Context: an optimization exercise on an open-source flow, tuned for small area. The choices shown serve that exercise and are no tape-out recipe. Only simulation tests tie the RTL to the original design; equivalence was not proved.

## flow/design.v (module list and top-level ports; edited modules follow where they fit)
// module lininterp: 3339 lines
// module lininterp_fa: 4 lines
// module lininterp_bsel: 3 lines
// module lininterp_ha: 4 lines
module	lininterp #(
		parameter	INW   = 28,
				OWID  = 28,
				MPREC = 28,
				CTRBITS = 32
	) (
		input	wire			i_clk,
		input	wire			i_reset,
		input	wire			i_ce,
		input	wire	[(CTRBITS-1):0]	i_step,
		input	wire	[(INW-1):0]	i_data,
		output	wire			o_ce,
		output	wire	[(OWID-1):0]	o_data
	);
  // ...
==> flow/flow/run.sh <==
#!/bin/bash
set -euo pipefail
export BUFFER_PORTS_ARGS="-buffer_cell sky130_fd_sc_hd__buf_1"
export CTS_ARGS="-sink_clustering_enable -repair_clock_nets -sink_clustering_size 16 -sink_clustering_max_diameter 100 -buf_list sky130_fd_sc_hd__clkbuf_8 -dont_use_dummy_load"
bash standard.sh finish > standard_flow.log 2>&1
==> flow/standard.sh <==
#!/bin/bash
# synth_recipe.tcl (not shown) runs the flow's synth.tcl, then flattens the netlist and writes it again
# the make line also repeats each setting of config.mk as NAME=value (left out here)
make -C /OpenROAD-flow-scripts/flow DESIGN_CONFIG=/design/flow/config.mk WORK_HOME=/design/flow/orfs CLKGATE_MAP_FILE= SYNTH_SCRIPT=/design/flow/synth_recipe.tcl "${@:-finish}"
==> flow/config.mk <==
export PLATFORM = sky130hd
export DESIGN_NAME = lininterp
export DESIGN_NICKNAME = lininterp
export VERILOG_FILES = /design/flow/design.v
export SDC_FILE = /design/flow/constraint.sdc
export NUM_CORES = 4
export LEC_CHECK = 0
export ABC_AREA = 1
export CAP_MARGIN = 5
export CORE_MARGIN = 2
export CORE_UTILIZATION = 70
export PLACE_DENSITY = 0.78
export SLEW_MARGIN = 5
export SYNTH_HIERARCHICAL = 1
export SYNTH_MINIMUM_KEEP_SIZE = 0
==> flow/constraint.sdc <==
create_clock -name core_clock -period 10.0 [get_ports {i_clk}]
set_input_delay 2.0000 -clock core_clock [delete_from_list [all_inputs] [get_ports {i_clk}]]
set_output_delay 2.0000 -clock core_clock [all_outputs]
set_load 0.01 [all_outputs]
==> impl_metrics.csv, run 1 <==
group,metric,value,unit
outcome,outcome,"no timing/DRC/antenna violations",
yosys,synth_compound_area_share,12.5,%
worst_setup_path,setup.worst_path.class,"flip-flop to flip-flop",
worst_setup_path,path_buf_inv,1,
yosys,yosys.area.top_type,"fa_1",
global_routing,grt-ovfl-total,0,
clocking,cts_htree_levels,1,
yosys,syn_area,26200,µm²
finish,nMultiInputCombCells,1952,
finish,largestRegisters,"r_counter: 32 flops, r_slope: 29 flops",
clocking,clkLatencyLatePin,0.56,ns
global_routing,top_usage_layer,"met2",
floorplan,num_rows,70,
finish,largest-register,"r_counter",
finish,final_common_cell,"fa_1",
placement,pre_cts_ws,1.12,ns
clocking,cts_root_buf,"clkbuf_8",
yosys,synth_enable_flop_cells,85,
clocking,clk_pin_slew,0.11,ns
yosys,yosys_most_used_dff,"dfxtp_1",
worst_setup_path,crit_required,10.48,ns
worst_hold_path,min_path_type,"flip-flop to flip-flop",
global_routing,grtUsageMet3,12.7,%
timing,timing.final.crit_share,90.6,%
yosys,synth.most_common_cell,"fa_1",
clocking,cts_buffers,17,
timing,relSlewSlack,16.3,%
route,wl_per_cell,24.7,µm
==> inputs of run 2 (changes only) <==
==> flow/flow/run.sh (replaced) <==
#!/bin/bash
set -euo pipefail
export BUFFER_PORTS_ARGS="-buffer_cell sky130_fd_sc_hd__buf_1"
export CTS_ARGS="-sink_clustering_enable -repair_clock_nets -sink_clustering_size 12 -sink_clustering_max_diameter 100 -buf_list sky130_fd_sc_hd__clkbuf_8 -dont_use_dummy_load"
bash standard.sh finish > standard_flow.log 2>&1
--- a/flow/config.mk
+++ b/flow/config.mk
@@ -8,8 +8,8 @@
 export ABC_AREA = 1
 export CAP_MARGIN = 5
 export CORE_MARGIN = 2
-export CORE_UTILIZATION = 70
-export PLACE_DENSITY = 0.78
+export CORE_UTILIZATION = 65
+export PLACE_DENSITY = 0.75
 export SLEW_MARGIN = 5
 export SYNTH_HIERARCHICAL = 1
 export SYNTH_MINIMUM_KEEP_SIZE = 0
==> run 2 against run 1 <==
Die area increased by 7.5%. Critical path depth fell by 1. Register-to-register slack improved by 0.32 ns. Sequential cell count did not move. Highest routed layer is now met4. Area after synthesis unchanged. Largest cell class unchanged. Clock-buffer cell count rose by 4. Setup slack better by 0.32 ns. Sequential share of layout area shrank 0.10 points. Clock skew fell by 0.017 ns. Wire length is 0.46% higher. Still clean on timing, DRC and antenna.
==> impl_metrics.csv, run 2 <==
group,metric,value,unit
clocking,cts_root_buf,"clkbuf_8",
finish,utilization,68.3,%
global_routing,grt_pass1_vias,20940,
worst_setup_path,crit_required,10.50,ns
placement,port_buffers,91,
finish,final_cell_mix,"fa_1 (478), xor2_1 (431), o22ai_1 (391)",
floorplan,die_height,205,µm
placement,pre_cts_ws,1.48,ns
floorplan,start_util,65.8,%
worst_hold_path,min_path_cells,0,
worst_hold_path,hp-start,"x_res[1]",
worst_setup_path,r2r_slack,1.26,ns
timing,holdWs,0.380,ns
floorplan,die_width,205,µm
yosys,synth_enable_flop_cells,85,
timing,worstMarginPinSlew,1.37,ns
timing,fmax,114,MHz
timing,fin_ws,1.26,ns
worst_setup_path,r2r-end,"x_res[22]",
yosys,yosys_most_used_dff,"dfxtp_1",
route,dr_wl_met3,9.39,mm
worst_setup_path,reg2regPathDepth,25,
yosys,ys_seq_elements,207,
finish,area_growth_syn_to_layout,3.75,%
timing,hold_viol_final,0,
global_routing,grt_first_pass_wirelength,117,mm
finish,final_common_cell,"fa_1",
worst_setup_path,r2r-start,"r_offset[7]",
clocking,clk_pin_slew,0.09,ns
outcome,outcome,"no timing/DRC/antenna violations",
timing,rsz0062_at_grt,"false",
placement,dpl_cell_area,26800,µm²
finish,largestRegisters,"r_counter: 32 flops, r_slope: 29 flops",
worst_setup_path,end_kind,"flip-flop",
route,wl_met1,28.5,mm
timing,drv_slew,0,
finish,layout-drive-gt1-share,6.86,%
floorplan,core_area,39700,µm²
worst_setup_path,setup.worst_path.class,"flip-flop to flip-flop",
yosys,yosysTopAreaCellShare,36.6,%
worst_setup_path,path_max_fanout,26,
yosys,netlist_instances,2594,
yosys,synth_common_cells,"fa_1 (478), xor2_1 (431), o22ai_1 (391)",
route,highest_layer,"met4",
worst_hold_path,holdPathEnd,"p_res[1]",
floorplan,die_area,41900,µm²
yosys,postSynth.asyncResetShare,0,%
clocking,cts_sinks,207,
yosys,synth.most_common_cell,"fa_1",
yosys,synth_warnings,7,
worst_setup_path,cp-start-kind,"flip-flop",
finish,antenna_cells,0,
yosys,seq_area_frac_synth,19.1,%
finish,design_area,27100,µm²
placement,place.gp.congestion,1.03,
clocking,cts_tree,"built",
global_routing,grt_util_all_layers,37.0,%
route,ant_nets,0,
timing,timing.final.crit_share,87.4,%
timing,final.setup_skew,0.0600,ns
yosys,avgSynthCellArea,10.1,µm²
route,wl_per_cell,24.3,µm
global_routing,antenna_found_initial,0,
yosys,synthTopCellsByArea,"fa_1 (37%), xor2_1 (14%), edfxtp_1 (9.8%)",
timing,finalCriticalPeriod,8.74,ns
global_routing,grt_max_degree,59,
route,totalWireLength,74.7,mm
yosys,syn_nets,3221,
clocking,cts_htree_levels,1,
finish,largest_reg_flops,32,
clocking,clkLatencyLatePin,0.57,ns
route,wl_met2,33.3,mm
yosys,ys_types,39,
clocking,cts_buffers,21,
floorplan,num_rows,73,
yosys,yosys.area.top_type,"fa_1",
clocking,cts-hold-fix-buffers,0,
timing,finalSetupTns,0,ns
yosys,syn_area,26200,µm²
worst_setup_path,worstPathArrival,9.23,ns
finish,nets,3180,
clocking,cts_setup_buffers,0,
clocking,clockBufferDepth,3,
route,dr_total_vias,20118,
route,drc,0,
route,drtIter0Drc,2361,
timing,relSlewSlack,8.55,%
floorplan,io_pins,92,
route,dr.pass1.iters,6,
timing,setup_violations,0,
global_routing,grt-ovfl-total,0,
clocking,post_cts_resized,0,
worst_hold_path,min_path_type,"flip-flop to flip-flop",
placement,place_hpwl,54.1,mm
finish,largest-register,"r_counter",
flow_run,cap_viol_max_count,0,
route,viasPerCell,6.54,
[run 2: cell counts after synthesis]
No cell type changed its count.
[run 2: modules after synthesis, one instance, submodules excluded]
module,cell area [µm²],cells inside
lininterp,15900,2062
lininterp_ha,12.5,1
lininterp_fa,20.0,1
[run 2: layer usage]
layer | GRT usage [%] | up-vias
met5 | 0 | -
met4 | 15.1 | 0
met3 | 10.8 | 276
met2 | 56.5 | 1401
met1 | 49.8 | 9943
li1 | - | 8498
[run 2: how the worst max path moves through the flow]
stage                 start   endpoint  cells after the start  slack (ns)
2_1_floorplan   r_offset[7]  x_res[22]                     32        2.40
3_3_place_gp   r_offset[13]  x_res[22]                     27        1.68
3_5_place_dp    r_offset[3]  x_res[22]                     29        1.48
4_1_cts         r_offset[7]  x_res[22]                     25        1.43
5_1_grt         r_offset[3]  x_res[22]                     29        0.84
6_report        r_offset[7]  x_res[22]                     25        1.26
[run 2: final cells by class]
cell class / count / area (µm²)
Clock buffer: 21 / 289
Fill cell: 3064 / 12600
Sequential cell: 207 / 5010
Multi-Input combinational cell: 1952 / 19500
Tap cell: 525 / 657
Timing Repair Buffer: 155 / 823
Inverter: 216 / 811
[run 2: cell families after synthesis]
kind of cell    share of synthesized area (%)
compound gates                           12.5
xor+xnor                                 14.7
fa+ha+maj                                40.7
buf+inv                                  6.35
flops                                    19.1
other cells                            0.0143
simple gates                             6.62
[run 2: per-stage QoR]
stage | cells
3_3_place_gp | 3055
2_1_floorplan | 2594
5_1_grt | 3076
6_report | 3076
4_1_cts | 3076
3_5_place_dp | 3055
[run 2: worst max-delay path: stages, from the launching register on]
cell and delay, ns:
dfxtp_2 0.60, nor2_1 0.16, inv_1 0.08, nand2_1 0.69, o22ai_1 0.55, xor2_1 0.28, fa_1 0.50, fa_1 0.52
fa_1 0.48, fa_1 0.59, fa_1 0.45, fa_1 0.43, ha_1 0.21, fa_1 0.38, fa_1 0.39, fa_1 0.38
fa_1 0.39, fa_1 0.51, nand3_1 0.08, nor3_1 0.18, nand2_2 0.10, nand2_4 0.12, nand2_2 0.06, nand2_2 0.17
ha_1 0.20, xor2_1 0.14

-- afterwards: timing with drivers on the ports --
The results above use ideal ports. As a check the final layouts listed here were re-extracted and re-timed, cells and wires unchanged.
Step 1, drivers: a clkbuf_16 drives i_clk and a buf_2 each remaining input, both assumed.
Step 2, shift: input delay + t, output delay - t, t = (earliest + latest rising clock arrival at the registers) / 2. This alone moves slack from input paths to output paths.
Three values: no drivers, after step 1, after step 2; two values: the first two.
run	t (ns)	slack for setup (ns)	latest minus earliest clock arrival (ns)	worst data-port slew with drivers (ns)
run 1	0.579	0.942 / 0.942 / 0.942	0.077 / 0.076	0.05
run 2	0.598	1.262 / 1.262 / 1.262	0.060 / 0.060	0.06
After both steps every run listed still meets setup and hold.
